This design comes from an exercise in tuning for small area, a short achievable clock period and few clock cycles on the open sky130 flow, not from production work. Function was checked by simulation only, so behaviour that the tests miss may differ from the original.

==> v8: inputs <==
==> flow/design.v (excerpt) <==
module LASER (
input CLK,
input RST,
input [3:0] X,
input [3:0] Y,
output reg [3:0] C1X,
output reg [3:0] C1Y,
output reg [3:0] C2X,
output reg [3:0] C2Y,
output reg DONE);
localparam NR = 38;            
localparam OP_NONE = 2'd0, OP_CAND = 2'd1, OP_REF = 2'd2, OP_INIT = 2'd3;
function cov;
    input [3:0] cx, cy, px, py;
    reg [4:0] dx, dy;
    reg [3:0] ax, ay;
    begin
        dx = {1'b0, cx} - {1'b0, px};
        dy = {1'b0, cy} - {1'b0, py};
        ax = dx[4] ? (~dx[3:0] + 4'd1) : dx[3:0];
        ay = dy[4] ? (~dy[3:0] + 4'd1) : dy[3:0];
        cov = (ax == 4'd0 && ay <= 4'd4) ||
              (ax >= 4'd1 && ax <= 4'd2 && ay <= 4'd3) ||
              (ax == 4'd3 && ay <= 4'd2) ||
              (ax == 4'd4 && ay == 4'd0);
    end
endfunction
function [7:0] mv;
    input [3:0] x, y;
    input circ;
    input [1:0] d;
    input [2:0] s;
    begin
        case (d)
            2'd0: mv = {x + {1'b0, s}, y};
  ...
clock: 12.0 ns
lec_check: 0
abc_clock_period_in_ps: 3000
cap_margin: 20
core_margin: 2
core_utilization: 40
setup_slack_margin: 5
slew_margin: 20
run.sh (not shown) runs the stock make flow with config.mk's settings and CLKGATE_MAP_FILE= SYNTH_SCRIPT=/design/flow/synth_recipe.tcl, a recipe that flattens the netlist after the stock synthesis.
==> v18: changes against v8 <==
==> flow/design.v (replaced) <==
module LASER (
input CLK,
input RST,
input [3:0] X,
input [3:0] Y,
output reg [3:0] C1X,
output reg [3:0] C1Y,
output reg [3:0] C2X,
output reg [3:0] C2Y,
output reg DONE);
localparam NR = 38;            
localparam OP_NONE = 2'd0, OP_CAND = 2'd1, OP_REF = 2'd2, OP_INIT = 2'd3;
function [3:0] dm;
    input [3:0] a;
    input [3:0] q;
    reg k1, k2, k3;
    begin
        dm[0] = a[0] ^ q[0];
        k1 = a[0] & q[0];
        dm[1] = a[1] ^ q[1] ^ k1;
        k2 = (a[1] & q[1]) | (k1 & (a[1] ^ q[1]));
        dm[2] = a[2] ^ q[2] ^ k2;
        k3 = (a[2] & q[2]) | (k2 & (a[2] ^ q[2]));
        dm[3] = a[3] ^ q[3] ^ k3;
    end
endfunction
function [5:0] cside;
    input [3:0] c;
    cside = {c + 4'd1, c[3] & c[2], ~c[3] & ~c[2]};
endfunction
function cov;
    input [5:0] sx, sy;
    input [7:0] q;
    reg [3:0] dx, dy;
    reg fx, fy, t;
    begin
        fx = (sx[1] & q[7] & q[6]) | (sx[0] & ~q[7] & ~q[6]);
        fy = (sy[1] & q[3] & q[2]) | (sy[0] & ~q[3] & ~q[2]);
        dx = dm(sx[5:2], q[7:4]);
        dy = dm(sy[5:2], q[3:0]);
        case ({dx, dy})
            8'h00, 8'h01, 8'h02, 8'h03, 8'h04, 8'h0c, 8'h0d, 8'h0e, 8'h0f,
            8'h10, 8'h11, 8'h12, 8'h13, 8'h1d, 8'h1e, 8'h1f,
            8'h20, 8'h21, 8'h22, 8'h23, 8'h2d, 8'h2e, 8'h2f,
            8'h30, 8'h31, 8'h32, 8'h3e, 8'h3f,
            8'h40,
            8'hc0,
            8'hd0, 8'hd1, 8'hd2, 8'hde, 8'hdf,
            8'he0, 8'he1, 8'he2, 8'he3, 8'hed, 8'hee, 8'hef,
            8'hf0, 8'hf1, 8'hf2, 8'hf3, 8'hfd, 8'hfe, 8'hff: t = 1'b1;
            default: t = 1'b0;
        endcase
        cov = t & ~fx & ~fy;
    end
endfunction
function [7:0] mv;
    input [3:0] x, y;
    input circ;
    input [1:0] d;
    input [2:0] s;
    begin
        case (d)
            2'd0: mv = {x + {1'b0, s}, y};
            2'd1: mv = {x - {1'b0, s}, y};
            2'd2: mv = {x, circ ? y - {1'b0, s} : y + {1'b0, s}};
            default: mv = {x, circ ? y + {1'b0, s} : y - {1'b0, s}};
        endcase
    end
endfunction
function [1:0] fa;
    input a, b, c;
    fa = {(a & b) | (a & c) | (b & c), a ^ b ^ c};
endfunction
function [2:0] pc7;
    input [6:0] b;
    reg [1:0] s1, s2, s3, s4;
    begin
        s1 = fa(b[0], b[1], b[2]);
        s2 = fa(b[3], b[4], b[5]);
        s3 = fa(s1[0], s2[0], b[6]);
        s4 = fa(s1[1], s2[1], s3[1]);
        pc7 = {s4[1], s4[0], s3[0]};
    end
endfunction
reg inph;
reg [5:0] cnt;
reg [3:0] xr, yr;
reg ldr, p0r, p1r, lastr, cent;
reg [9:0] sumx, sumy;
reg [7:0] p1q;
reg [7:0] ring [0:NR-1];
integer j;
always @(posedge CLK or posedge RST) begin
    if (RST) begin
        inph <= 1'b1; cnt <= 6'd0;
        ldr <= 1'b0; p0r <= 1'b0; p1r <= 1'b0; lastr <= 1'b0; cent <= 1'b0;
    end else begin
        if (DONE) begin
            inph <= 1'b1; cnt <= 6'd0;
        end else if (inph) begin
            cnt <= cnt + 6'd1;
            if (cnt == 6'd39) inph <= 1'b0;
        end
        ldr <= inph;
        p0r <= inph && cnt == 6'd0;
        p1r <= inph && cnt == 6'd1;
        lastr <= inph && cnt == 6'd39;
        cent <= lastr;
    end
end
always @(posedge CLK) begin
    xr <= X; yr <= Y;
    if (ldr) begin
        sumx <= (p0r ? 10'd0 : sumx) + {6'd0, xr};
        sumy <= (p0r ? 10'd0 : sumy) + {6'd0, yr};
    end
    if (p1r) p1q <= ~{xr, yr};
    ring[0] <= ldr ? ~{xr, yr} : ring[NR-1];
    for (j = 1; j < NR; j = j + 1) ring[j] <= ring[j-1];
end
wire [9:0] qx10 = sumx / 10'd40;
wire [9:0] qy10 = sumy / 10'd40;
wire [3:0] qx = qx10[3:0];
wire [3:0] qy = qy10[3:0];
reg srch, stopped;
reg circle, ch, acc;
reg [1:0] d;
reg [2:0] I;
reg [5:0] maxc;
reg [1:0] op0, op1, op2;
reg [5:0] sx0, sy0, tx0, ty0;    
reg [6:0] mt0, mt1, mt2;         
reg [NR:0] u1;                   
reg [2:0] g2 [0:5];              
reg [NR-1:0] m1, m2;             
reg m1p, m2p;                    
wire [2:0] s_main = ch ? 3'd1 : I;
wire [3:0] movx = circle ? C1X : C2X;
wire [3:0] movy = circle ? C1Y : C2Y;
wire [7:0] ic = mv(movx, movy, circle, d, s_main);
wire [7:0] ip = mv(movx, movy, circle, d, I);
wire [5:0] nmax = ~maxc;
wire [6:0] tot = {4'd0, g2[0]} + {4'd0, g2[1]} + {4'd0, g2[2]} + {4'd0, g2[3]} +
                 {4'd0, g2[4]} + {4'd0, g2[5]} + {1'b0, nmax};
wire [5:0] count = {3'd0, g2[0]} + {3'd0, g2[1]} + {3'd0, g2[2]} + {3'd0, g2[3]} +
                   {3'd0, g2[4]} + {3'd0, g2[5]};
wire accept = (op2 == OP_CAND) && tot[6];
wire kc = mt2[6];
wire [1:0] kd = mt2[5:4];
wire [2:0] kI = mt2[3:1];
wire kch = mt2[0];
wire [3:0] kmx = kc ? C1X : C2X;
wire [3:0] kmy = kc ? C1Y : C2Y;
wire [7:0] kcand = mv(kmx, kmy, kc, kd, kch ? 3'd1 : kI);
wire done_n = srch && stopped && op0 == OP_NONE && op1 == OP_NONE && op2 == OP_NONE;
always @(posedge CLK or posedge RST) begin
    if (RST) begin
        srch <= 1'b0; op0 <= OP_NONE; op1 <= OP_NONE; op2 <= OP_NONE; DONE <= 1'b0;
    end else begin
        DONE <= done_n;
        if (done_n) srch <= 1'b0;
        else if (cent) srch <= 1'b1;
        op2 <= accept ? OP_NONE : op1;
        op1 <= (accept || op0 == OP_REF) ? OP_NONE : op0;
        if (accept) op0 <= OP_REF;
        else if (cent) op0 <= OP_INIT;
        else if (srch && !stopped) op0 <= OP_CAND;
        else op0 <= OP_NONE;
    end
end
wire [NR-1:0] fm = mt0[6] ? m2 : m1;
wire fmp = mt0[6] ? m2p : m1p;
wire init0 = (op0 == OP_INIT);
wire wr1 = (op0 == OP_REF && mt0[6]) || init0;
wire wr2 = (op0 == OP_REF && !mt0[6]) || init0;
wire [NR-1:0] chk;
wire chkp = cov(tx0, ty0, p1q);
genvar g;
generate
    for (g = 0; g < NR; g = g + 1) begin : CK
        assign chk[g] = cov(sx0, sy0, ring[g]);
    end
endgenerate
always @(posedge CLK) begin
    if (accept) begin
        sx0 <= cside(kcand[7:4]); sy0 <= cside(kcand[3:0]);
        tx0 <= cside(kcand[7:4]); ty0 <= cside(kcand[3:0]);
        mt0 <= {kc, 6'd0};
        if (kc) begin C1X <= kcand[7:4]; C1Y <= kcand[3:0]; end
        else    begin C2X <= kcand[7:4]; C2Y <= kcand[3:0]; end
        maxc <= count;
        stopped <= 1'b0;
        ch <= 1'b1;
        if (kd == 2'd3) begin
            circle <= ~kc; d <= 2'd0; I <= 3'd1; acc <= 1'b0;
        end else begin
            circle <= kc; d <= kd + 2'd1; I <= kch ? 3'd1 : kI; acc <= 1'b1;
        end
    end else if (cent) begin
        C1X <= qx; C1Y <= qy; C2X <= qx; C2Y <= qy;
        sx0 <= cside(qx); sy0 <= cside(qy); tx0 <= cside(qx); ty0 <= cside(qy);
        mt0 <= 7'd0;
        stopped <= 1'b0; circle <= 1'b0; d <= 2'd0; I <= 3'd1; ch <= 1'b0; acc <= 1'b0;
    end else begin
        if (op2 == OP_INIT) begin
            maxc <= count;
            ch <= count != 6'd0;
        end
        if (srch && !stopped) begin
            sx0 <= cside(ic[7:4]); sy0 <= cside(ic[3:0]);
            tx0 <= cside(ip[7:4]); ty0 <= cside(ip[3:0]);
            mt0 <= {circle, d, I, ch};
            if (d == 2'd3) begin
                circle <= ~circle; d <= 2'd0;
                if (!ch && I == 3'd7) stopped <= 1'b1;
                I <= ch ? 3'd1 : I + 3'd1;
                ch <= acc; acc <= 1'b0;
            end else begin
                d <= d + 2'd1;
                if (ch) I <= 3'd1;
            end
        end
    end
    for (j = 0; j < NR; j = j + 1)
        u1[j] <= chk[j] | (fm[j] & ~init0);
    u1[NR] <= chkp | (fmp & ~init0);
    mt1 <= mt0;
    for (j = 0; j < NR; j = j + 1) begin
        m1[j] <= wr1 ? chk[(j+NR-1)%NR] : m1[(j+NR-1)%NR];
        m2[j] <= wr2 ? chk[(j+NR-1)%NR] : m2[(j+NR-1)%NR];
    end
    if (wr1) m1p <= chkp;
    if (wr2) m2p <= chkp;
    g2[0] <= pc7(u1[6:0]);
    g2[1] <= pc7(u1[13:7]);
    g2[2] <= pc7(u1[20:14]);
    g2[3] <= pc7(u1[27:21]);
    g2[4] <= pc7(u1[34:28]);
    g2[5] <= pc7({3'b000, u1[38:35]});
    mt2 <= mt1;
end
endmodule
==> flow/config.mk (replaced) <==
export PLATFORM = sky130hd
export DESIGN_NAME = LASER
export DESIGN_NICKNAME = LASER
export VERILOG_FILES = /design/flow/design.v
export SDC_FILE = /design/flow/constraint.sdc
export NUM_CORES = 4
export LEC_CHECK = 0
export CAP_MARGIN = 20
export CORE_MARGIN = 2
export CORE_UTILIZATION = 40
export SLEW_MARGIN = 20
==> flow_metrics.tcl <==
set metrics [dict create \
    route.detailed.wl_per_inst_um 14.9 \
    comb_power_uw 11.4 \
    max-vdd-ir-drop_mv 0.0753 \
    first_pass_grt_wire_length_um 119000 \
    maxSlewHeadroom 0.375 \
    run_status "timing/DRC/antenna clean" \
    syn_nets 4097 \
    worst_path_max_delay_cell "sky130_fd_sc_hd__fa_1" \
    final_critical_path_setup_slack_ps 7300 \
    num_rows 108 \
    worstRegToRegCells 10 \
    worst-endpoint-arrival_ps 5180 \
    wirelength_met1_um 34600 \
    post-synth-top-count-cell "sky130_fd_sc_hd__inv_1" \
]
the above is filed under v8

==> flow_metrics.tcl <==
set metrics [dict create \
    worst_path_max_delay_cell "sky130_fd_sc_hd__a211oi_1" \
    maxSlewHeadroom 0.275 \
    worst-endpoint-arrival_ps 5510 \
    route.detailed.wl_per_inst_um 18.2 \
    run_status "timing/DRC/antenna clean" \
    num_rows 102 \
    worstRegToRegCells 13 \
    comb_power_uw 12.0 \
    max-vdd-ir-drop_mv 0.111 \
    dominant_cells "multi-input combinational cells" \
    wirelength_met1_um 35600 \
    final_critical_path_setup_slack_ps 6750 \
    post-synth-top-count-cell "sky130_fd_sc_hd__dfxtp_1" \
]
the above is filed under v18

Testbench counts of v8, summed over its fixed seeds: cycles 45,102.
Testbench counts of v18, summed over its fixed seeds: cycles 45,102.

re-timing with driven ports:
The flow's constraints put no driver on any port. The routed layouts listed below were extracted and timed again, unchanged, in two steps. Step 1: set_driving_cell puts a clkbuf_16 on CLK and a buf_2 on each other input, an assumption about the parent block. Step 2 moves the port delays by t, midway between the first and last clock arrival at a register: inputs arrive t later, outputs are due t later. That takes back most of the time a late clock gives input paths. Slacks: no drivers / after step 1 / after step 2; pairs: no drivers / after step 1.
run | t, ns | setup slack, ns | clock arrival spread, ns | cell pins on the clock port's net
v8 | 0.633 | 7.303 / 7.303 / 7.303 | 0.037 / 0.038 | 1
v18 | 0.679 | 6.745 / 6.745 / 6.745 | 0.029 / 0.028 | 1
After both steps setup and hold are still met in every run listed.
